Source: an optimization exercise on an open RTL-to-GDS flow (aim: small area and a short achievable clock period). Production flows keep margins and buffers that such runs may drop. Only simulation tests tie the RTL to the original design; equivalence was not proved. Power is estimated from default activity; no workload was simulated.

==> flow/design.v <==
`timescale 1ns / 1ps
module cla_carry #(
    parameter W = 32,
    parameter L = 5          
    ) (
    input wire [W-1:0] g,
    input wire [W-1:0] p,
    output wire c
    );
    wire [W-1:0] gk [0:L];   
    wire [W-1:0] pk [0:L];   
    assign gk[0] = g;
    assign pk[0] = p;
    genvar k, i;
    generate
        for (k = 1; k <= L; k = k + 1) begin : lvl
            for (i = 0; i < (W >> k); i = i + 1) begin : node
                assign gk[k][i] = gk[k-1][2*i+1] | (pk[k-1][2*i+1] & gk[k-1][2*i]);
                assign pk[k][i] = pk[k-1][2*i+1] & pk[k-1][2*i];
            end
            assign gk[k][W-1:(W >> k)] = {(W - (W >> k)){1'b0}};
            assign pk[k][W-1:(W >> k)] = {(W - (W >> k)){1'b0}};
        end
    endgenerate
    assign c = gk[L][0];
endmodule
`timescale 1ns / 1ps
module hft_fpga_low_latency(
    input wire core_clk,
    input wire reset,
    input wire cfg_we,
    input wire [1:0] cfg_addr,
    input wire [31:0] cfg_wdata,
    input wire [63:0] raw_market_data,
    input wire raw_valid,
    output wire [127:0] mg_tx_data,
    output wire mg_tx_valid
    );
    reg [31:0] threshold_n;      
    reg [31:0] risk_min_n;       
    reg [31:0] risk_max_n;       
    always @(posedge core_clk) begin
        if (reset) begin
            threshold_n <= ~32'd1000;
            risk_min_n <= ~32'd1000;
            risk_max_n <= ~32'd5000;
        end else if (cfg_we) begin
            case (cfg_addr)
                2'd0: threshold_n <= ~cfg_wdata;
                2'd1: risk_min_n <= ~cfg_wdata;
                2'd2: risk_max_n <= ~cfg_wdata;
                default: ;
            endcase
        end
    end
    wire [31:0] price = raw_market_data[31:0];
    wire below_threshold;    
    wire below_min;          
    wire above_max;          
    cla_carry #(.W(32), .L(5)) u_cmp_thr (
        .g(~(threshold_n | price)), .p(~(threshold_n & price)), .c(below_threshold));
    cla_carry #(.W(32), .L(5)) u_cmp_min (
        .g(~(risk_min_n | price)), .p(~(risk_min_n & price)), .c(below_min));
    cla_carry #(.W(32), .L(5)) u_cmp_max (
        .g(price & risk_max_n), .p(price | risk_max_n), .c(above_max));
    wire approve = raw_valid && (raw_market_data[63:56] == 8'h01) &&
                   below_threshold && !below_min && !above_max;
    reg [55:0] order_data;
    always @(posedge core_clk) begin
        order_data <= raw_market_data[55:0];
    end
    reg [31:0] order_seq;
    reg order_valid;
    reg order_count;
    wire [31:0] seq_ones_below;
    assign seq_ones_below[0] = 1'b1;
    genvar gi;
    generate
        for (gi = 1; gi < 32; gi = gi + 1) begin : g_ones
            assign seq_ones_below[gi] = &order_seq[gi-1:0];
        end
    endgenerate
    always @(posedge core_clk) begin
        if (reset) begin
            order_seq <= 32'd0;
            order_count <= 1'b0;
        end else begin
            order_seq <= order_seq ^ ({32{order_count}} & seq_ones_below);
            order_count <= approve;
        end
    end
    always @(posedge core_clk or posedge reset) begin
        if (reset)
            order_valid <= 1'b0;
        else
            order_valid <= approve;
    end
    assign mg_tx_data = {order_seq, 8'h01, order_data, 32'h0000_0000};
    assign mg_tx_valid = order_valid;
endmodule
clock: 4.0 ns
lec_check: 0
abc_area: 1
cap_margin: 20
core_margin: 2
core_utilization: 40
cts_buf_list: sky130_fd_sc_hd__clkbuf_16
cts_cluster_diameter: 100
cts_cluster_size: 40
setup_slack_margin: 2.2
slew_margin: 20
standard.sh (not shown) runs the stock make flow with config.mk's settings and CLKGATE_MAP_FILE= SYNTH_SCRIPT=/design/flow/synth_recipe.tcl, a recipe that flattens the netlist after the stock synthesis.
==> flow/flow/run.sh <==
#!/bin/bash
# Standard ORFS layout, with plain buf_1 cells as the port buffers
# (the default port buffer is a 10 um2 delay buffer) and one tie cell per
# constant value instead of one per constant output.
set -euo pipefail
bash standard.sh synth > synth.log 2>&1
bash standard.sh finish BUFFER_PORTS_ARGS="-buffer_cell sky130_fd_sc_hd__buf_1" SKIP_REPAIR_TIE_FANOUT=1 > layout.log 2>&1
The first run produced a clean layout.
Testbench counts at the start, summed over its fixed seeds: latency cycles 3,243, orders 3,243.
Change:
==> flow/flow/run.sh (replaced) <==
#!/bin/bash
set -euo pipefail
cts_bufs=$(sed -n 's/^export CTS_BUF_LIST *= *//p' config.mk)
bash standard.sh synth > synth.log 2>&1
bash standard.sh finish \
  BUFFER_PORTS_ARGS="-buffer_cell sky130_fd_sc_hd__buf_1" \
  SKIP_REPAIR_TIE_FANOUT=1 \
  CTS_ARGS="-sink_clustering_enable -repair_clock_nets -dont_use_dummy_load -buf_list {$cts_bufs}" \
  > layout.log 2>&1
Settings changed: CORE_UTILIZATION 40 to 65, CTS_BUF_LIST sky130_fd_sc_hd__clkbuf_16 to sky130_fd_sc_hd__clkbuf_4 sky130_fd_sc_hd__clkbuf_8, CTS_CLUSTER_DIAMETER 100 to not set, CTS_CLUSTER_SIZE 40 to not set, SETUP_SLACK_MARGIN 2.2 to 2.18.
=> Global-route usage rose by 8.5 points. Cell count came out lower by a little under a tenth. Combinational power is about the same. Flip-flop and latch count does not change. Clock-buffer cell count does not change. Via count is higher slightly.
Change:
Settings changed: CORE_UTILIZATION 65 to 40, SETUP_SLACK_MARGIN 2.18 to 2.15.
After rerunning:
- power climbs by 0.35%
- worst setup slack is better by 0.012 ns
- maximum frequency climbs by 0.65%

## port drivers added, routing unchanged
Ports are ideal in the flow. The routed layouts listed here were re-timed in OpenROAD. Step 1 assumes that a clkbuf_16 drives the clock port and a buf_2 every other input. Step 2, shift: input delay + t, output delay - t, t = (earliest + latest rising clock arrival at the registers) / 2. This alone moves slack from input paths to output paths. a / b / c = ideal ports / drivers / drivers and shift; a / b = the first two.
| run | shift t [ns] | setup slack, ns | pins driven straight from the clock port |
|---|---|---|---|
| the first run | 0.464 | 2.231 / 2.189 / 1.882 | 1 |
| the second run | 0.481 | 2.198 / 2.182 / 1.731 | 1 |
| the third run | 0.480 | 2.209 / 2.173 / 1.793 | 1 |
After both steps setup and hold are still met in every run listed. The setup slack of the second run, which loses most, moves by -0.016 ns with the drivers and by -0.467 ns with both steps.
